What follows belongs to an exercise in optimizing a design on an open flow for small area and a short achievable clock period; a production flow would make more cautious choices. Power is estimated from default activity; no workload was simulated.

==> flow/design.v (excerpt) <==
module alu_stage(clk, a, b, imm, alu_src, alu_ctl, result, zero);
For scale: roughly 1,800 cells after synthesis, ~150 flip-flops, roughly 0.017 mm² of cells after synthesis.
Settings: LEC_CHECK=0, ABC_AREA=1, CAP_MARGIN=20, CORE_MARGIN=2, CORE_UTILIZATION=40, SLEW_MARGIN=70, SYNTH_HIERARCHICAL=1, SYNTH_MINIMUM_KEEP_SIZE=0; clock period 15.0 ns.
standard.sh (not shown) runs the stock make flow with config.mk's settings and CLKGATE_MAP_FILE= SYNTH_SCRIPT=/design/flow/synth_recipe.tcl, a recipe that flattens the netlist after the stock synthesis.
==> flow/flow/run.sh <==
#!/bin/bash
# Layout flow: the standard flow (the standard.sh), except that
#  - the arithmetic primitive modules (full/half adders, Booth selectors) are
#    synthesized as the library cells given in flow/cells.v (the rest of the
#    design goes through the standard synthesis unchanged), each module kept
#    whole until the final flatten;
#  - ports are buffered with buf_4 cells;
#  - flip-flops driving many pins are upsized before the placement repair.
set -euo pipefail
python3 flow/map.py design.v flow/cells.v design_mapped.v > map.log 2>&1
bash standard.sh VERILOG_FILES="$PWD/design_mapped.v" \
  BUFFER_PORTS_ARGS="-buffer_cell sky130_fd_sc_hd__buf_4" \
  PRE_RESIZE_TCL="$PWD/flow/pre_resize.tcl" finish > standard.log 2>&1
Other scripts of this flow, unchanged in this note and not shown: flow/flow/cells.v, flow/flow/map.py, flow/flow/pre_resize.tcl
Rerun with:
--- a/flow/design.v
+++ b/flow/design.v
@@ -672,27 +672,27 @@
 	fullAdder fa264(s195, t231, s232, t264, s264);
 	fullAdder fa265(s233, t232, s197, t265, s265);
 	fullAdder fa266(s234, s199, t233, t266, s266);
 	fullAdder fa267(s235, s201, t234, t267, s267);
 	fullAdder fa268(s236, s203, t235, t268, s268);
 	fullAdder fa269(s237, s205, t236, t269, s269);
 	fullAdder fa270(s238, s207, t237, t270, s270);
 	assign s271 = s209 ^ t238 ^ s239;
 	wire [31:0] x = {t270, t269, t268, t267, t266, t265, t264, t263, t262, t261, t260, t259, t258, t257, t256, t255, t254, t253, t252, t251, t250, t249, t248, t247, t246, t245, t244, t243, t242, t241, t240, s240};
 	wire [31:0] y = {s271, s270, s269, s268, s267, s266, s265, s264, s263, s262, s261, s260, s259, s258, s257, s256, s255, s254, s253, s252, s251, s250, s249, s248, s247, s246, s245, s244, s243, s242, s241, pp0[0]};
-	wire [24:0] lo = x[23:0] + y[23:0];
-	reg [23:0] lo_q;
+	wire [20:0] lo = x[19:0] + y[19:0];
+	reg [19:0] lo_q;
 	reg c_q;
-	reg [7:0] xh_q, yh_q;
+	reg [11:0] xh_q, yh_q;
 	always@(posedge clk) begin
-		lo_q <= lo[23:0];
-		c_q <= lo[24];
-		xh_q <= x[31:24];
-		yh_q <= y[31:24];
+		lo_q <= lo[19:0];
+		c_q <= lo[20];
+		xh_q <= x[31:20];
+		yh_q <= y[31:20];
 	end
-	wire [8:0] hs = {xh_q, 1'b1} + {yh_q, c_q};
-	wire [7:0] hi = hs[8:1];
+	wire [12:0] hs = {xh_q, 1'b1} + {yh_q, c_q};
+	wire [11:0] hi = hs[12:1];
 	assign result = {hi, lo_q};
-	wire [7:0] hx = xh_q ^ yh_q;
-	wire [7:0] hc = {xh_q[6:0] | yh_q[6:0], c_q};
-	assign zero = (lo_q == 24'b0) & (hx == hc);
+	wire [11:0] hx = xh_q ^ yh_q;
+	wire [11:0] hc = {xh_q[10:0] | yh_q[10:0], c_q};
+	assign zero = (lo_q == 20'b0) & (hx == hc);
 endmodule
Outcome: Utilization barely changes; die area increases by 0.34%; power decreases by 7.3%; cell area barely changes; global-route usage decreases by 1.6 points; clock power decreases by 7.4%; clock skew barely changes; worst hold slack loses 5.6 ps; sequential power increases by about 3%; fmax decreases by 3.5%; routed wire length decreases by 4.9%; combinational power decreases by about 10%; setup slack loses 190 ps.
Function was not checked in any run of this note: the RTL went through the layout flow alone.

========
Another version of the RTL of alu_stage (not shown whole).
Size in the first run: roughly 150 flip-flops, about 110 I/O pins, ~16,000 µm² of cells after synthesis.
==> flow/config.mk <==
export PLATFORM = sky130hd
export DESIGN_NAME = alu_stage
export DESIGN_NICKNAME = alu_stage
export VERILOG_FILES = /design/flow/design.v
export SDC_FILE = /design/flow/constraint.sdc
export NUM_CORES = 4
export LEC_CHECK = 0
export ABC_AREA = 1
export CAP_MARGIN = 20
export CORE_MARGIN = 2
export CORE_UTILIZATION = 40
export SLEW_MARGIN = 70
export SYNTH_HIERARCHICAL = 1
export SYNTH_MINIMUM_KEEP_SIZE = 0
==> flow/constraint.sdc <==
create_clock -name core_clock -period 15.0 [get_ports {clk}]
set_input_delay 3.0000 -clock core_clock [delete_from_list [all_inputs] [get_ports {clk}]]
set_output_delay 3.0000 -clock core_clock [all_outputs]
set_load 0.01 [all_outputs]
==> flow/flow/cells.v <==
// Cell-level bodies for the design's arithmetic primitive modules. map.py puts
// these in place of the RTL bodies of the modules of the same names.
module fullAdder(cin, x, y, cout, s);
	input cin, x, y;
	output cout, s;
	sky130_fd_sc_hd__fa_1 c(.A(x), .B(y), .CIN(cin), .COUT(cout), .SUM(s));
endmodule
module halfAdder(x, y, cout, s);
	input x, y;
	output cout, s;
	sky130_fd_sc_hd__ha_1 c(.A(x), .B(y), .COUT(cout), .SUM(s));
endmodule
module boothSel(onen, twon, inv, an1, an0, pp);
	input onen, twon, inv, an1, an0;
	output pp;
	wire n;
	sky130_fd_sc_hd__o22ai_1 c0(.A1(onen), .A2(an1), .B1(twon), .B2(an0), .Y(n));
	sky130_fd_sc_hd__xor2_1 c1(.A(n), .B(inv), .X(pp));
endmodule
module boothSel0(onen, inv, an1, pp);
	input onen, inv, an1;
	output pp;
	wire n;
	sky130_fd_sc_hd__nor2_1 c0(.A(onen), .B(an1), .Y(n));
	sky130_fd_sc_hd__xor2_1 c1(.A(n), .B(inv), .X(pp));
endmodule
==> flow/flow/map.py <==
#!/usr/bin/env python3
"""map.py DESIGN CELLS OUT: copy DESIGN to OUT with the body of every module
that CELLS also defines replaced by CELLS's cell-level body."""
import re, sys
design, cells, out = sys.argv[1:4]
mod = re.compile(r'^\s*module\s+(\w+).*?^\s*endmodule\b', re.S | re.M)
repl = {m.group(1): m.group(0) for m in mod.finditer(open(cells).read())}
done = set()
def sub(m):
    name = m.group(1)
    if name in repl:
        done.add(name)
        return repl[name]
    return m.group(0)
text = mod.sub(sub, open(design).read())
missing = set(repl) - done
if missing:
    sys.exit(f"map.py: modules not found in {design}: {sorted(missing)}")
open(out, 'w').write(text)
==> flow/flow/pre_resize.tcl <==
# Before the placement repair: flip-flops whose output drives many pins get
# the library's strongest version of their own cell type.
set n 0
foreach inst [get_cells *] {
  set ref [get_property $inst ref_name]
  if {$ref ne "sky130_fd_sc_hd__dfxtp_1"} { continue }
  set q [get_pins -of_objects $inst -filter "direction == output"]
  set net [get_nets -of_objects $q]
  set fo [llength [get_pins -of_objects $net -filter "direction == input"]]
  if {$fo >= 8} {
    replace_cell $inst sky130_fd_sc_hd__dfxtp_4
    incr n
  }
}
puts "pre_resize: $n flip-flops upsized"
Scripts as last shown in full above: flow/flow/run.sh
Then changed:
--- a/flow/design.v
+++ b/flow/design.v
@@ -676,44 +676,52 @@
 	fullAdder fa267(s235, s201, t234, t267, s267);
 	fullAdder fa268(s236, s203, t235, t268, s268);
 	fullAdder fa269(s237, s205, t236, t269, s269);
 	fullAdder fa270(s238, s207, t237, t270, s270);
 	fullAdder fa271(s239, s209, t238, nc271, s271);
 	wire [31:0] x = {t270, t269, t268, t267, t266, t265, t264, t263, t262, t261, t260, t259, t258, t257, t256, t255, t254, t253, t252, t251, t250, t249, t248, t247, t246, t245, t244, t243, t242, t241, t240, s240};
 	wire [31:0] y = {s271, s270, s269, s268, s267, s266, s265, s264, s263, s262, s261, s260, s259, s258, s257, s256, s255, s254, s253, s252, s251, s250, s249, s248, s247, s246, s245, s244, s243, s242, s241, pp0[0]};
-	wire [24:0] lo = x[23:0] + y[23:0];
-	wire [7:0] hp, hg;
-	halfAdder hpg0(x[24], y[24], hg[0], hp[0]);
-	halfAdder hpg1(x[25], y[25], hg[1], hp[1]);
-	halfAdder hpg2(x[26], y[26], hg[2], hp[2]);
-	halfAdder hpg3(x[27], y[27], hg[3], hp[3]);
-	halfAdder hpg4(x[28], y[28], hg[4], hp[4]);
-	halfAdder hpg5(x[29], y[29], hg[5], hp[5]);
-	halfAdder hpg6(x[30], y[30], hg[6], hp[6]);
-	halfAdder hpg7(x[31], y[31], hg[7], hp[7]);
-	reg [23:0] lo_q;
+	wire [22:0] lo = x[21:0] + y[21:0];
+	wire [9:0] hp, hg;
+	halfAdder hpg0(x[22], y[22], hg[0], hp[0]);
+	halfAdder hpg1(x[23], y[23], hg[1], hp[1]);
+	halfAdder hpg2(x[24], y[24], hg[2], hp[2]);
+	halfAdder hpg3(x[25], y[25], hg[3], hp[3]);
+	halfAdder hpg4(x[26], y[26], hg[4], hp[4]);
+	halfAdder hpg5(x[27], y[27], hg[5], hp[5]);
+	halfAdder hpg6(x[28], y[28], hg[6], hp[6]);
+	halfAdder hpg7(x[29], y[29], hg[7], hp[7]);
+	halfAdder hpg8(x[30], y[30], hg[8], hp[8]);
+	halfAdder hpg9(x[31], y[31], hg[9], hp[9]);
+	reg [21:0] lo_q;
 	reg c_q;
-	reg [7:0] p_q;
-	reg [6:0] g_q;
+	reg [9:0] p_q;
+	reg [8:0] g_q;
 	always@(posedge clk) begin
-		lo_q <= lo[23:0];
-		c_q <= lo[24];
+		lo_q <= lo[21:0];
+		c_q <= lo[22];
 		p_q <= hp;
-		g_q <= hg[6:0];
+		g_q <= hg[8:0];
 	end
 	wire hg0_0 = g_q[0] | (p_q[0] & c_q);
 	wire hg1_1 = g_q[1] | (p_q[1] & hg0_0);
 	wire hg1_3 = g_q[3] | (p_q[3] & g_q[2]);
 	wire hp1_3 = p_q[3] & p_q[2];
 	wire hg1_5 = g_q[5] | (p_q[5] & g_q[4]);
 	wire hp1_5 = p_q[5] & p_q[4];
+	wire hg1_7 = g_q[7] | (p_q[7] & g_q[6]);
+	wire hp1_7 = p_q[7] & p_q[6];
 	wire hg2_2 = g_q[2] | (p_q[2] & hg1_1);
 	wire hg2_3 = hg1_3 | (hp1_3 & hg1_1);
 	wire hg2_6 = g_q[6] | (p_q[6] & hg1_5);
 	wire hp2_6 = p_q[6] & hp1_5;
+	wire hg2_7 = hg1_7 | (hp1_7 & hg1_5);
+	wire hp2_7 = hp1_7 & hp1_5;
 	wire hg3_4 = g_q[4] | (p_q[4] & hg2_3);
 	wire hg3_5 = hg1_5 | (hp1_5 & hg2_3);
 	wire hg3_6 = hg2_6 | (hp2_6 & hg2_3);
-	wire [7:0] hcy = {hg3_6, hg3_5, hg3_4, hg2_3, hg2_2, hg1_1, hg0_0, c_q};
+	wire hg3_7 = hg2_7 | (hp2_7 & hg2_3);
+	wire hg4_8 = g_q[8] | (p_q[8] & hg3_7);
+	wire [9:0] hcy = {hg4_8, hg3_7, hg3_6, hg3_5, hg3_4, hg2_3, hg2_2, hg1_1, hg0_0, c_q};
 	assign result = {p_q ^ hcy, lo_q};
-	assign zero = (lo_q == 24'b0) & (p_q == {g_q | p_q[6:0], c_q});
+	assign zero = (lo_q == 22'b0) & (p_q == {g_q | p_q[8:0], c_q});
 endmodule
=> The changed run passed the timing, DRC and antenna checks; design area came out lower by about 0.65%; cell count is lower by 2.5%; area after synthesis fell by about 0.8%; via count is lower by about 3%; first-iteration DRC count falls by about 9%; routed wire length shrinks by 2.9%; setup slack degrades by 0.30 ns; total power drops by about 4.4%; core utilization grows by 0.54 points; die area is lower by 0.77%; global-route usage shrinks by 0.56 points; critical path depth rose by 3; register-to-register slack improves by 0.03 ns.
No functional check of the RTL was part of any run of this note.

## what the ideal ports hide
How much do the figures lean on ideal ports? The routed layouts below were timed once more, with nothing changed but the port constraints.
Step 1: set_driving_cell puts a clkbuf_16 on clk and a buf_2 on each other input, an assumption about the parent block.
Step 2 times the ports against the registers' clock, not the clock port: input delays grow and output delays shrink by t, the midpoint of the rising clock arrivals with the driver on.
Three values: no drivers, after step 1, after step 2; two values: the first two.
run	t, ns	slack for setup (ns)	worst register clock-pin slew, ns	worst slew at a driven data input, ns
the first run of note 1	0.504	9.898 / 9.846 / 10.149	0.08 / 0.08	0.05
the second run of note 1	0.491	9.710 / 9.659 / 10.150	0.07 / 0.07	0.04
the first run of note 2	0.506	9.532 / 9.481 / 9.987	0.08 / 0.08	0.05
the second run of note 2	0.497	9.237 / 9.187 / 9.685	0.07 / 0.07	0.05
After both steps setup and hold are still met in every run listed.
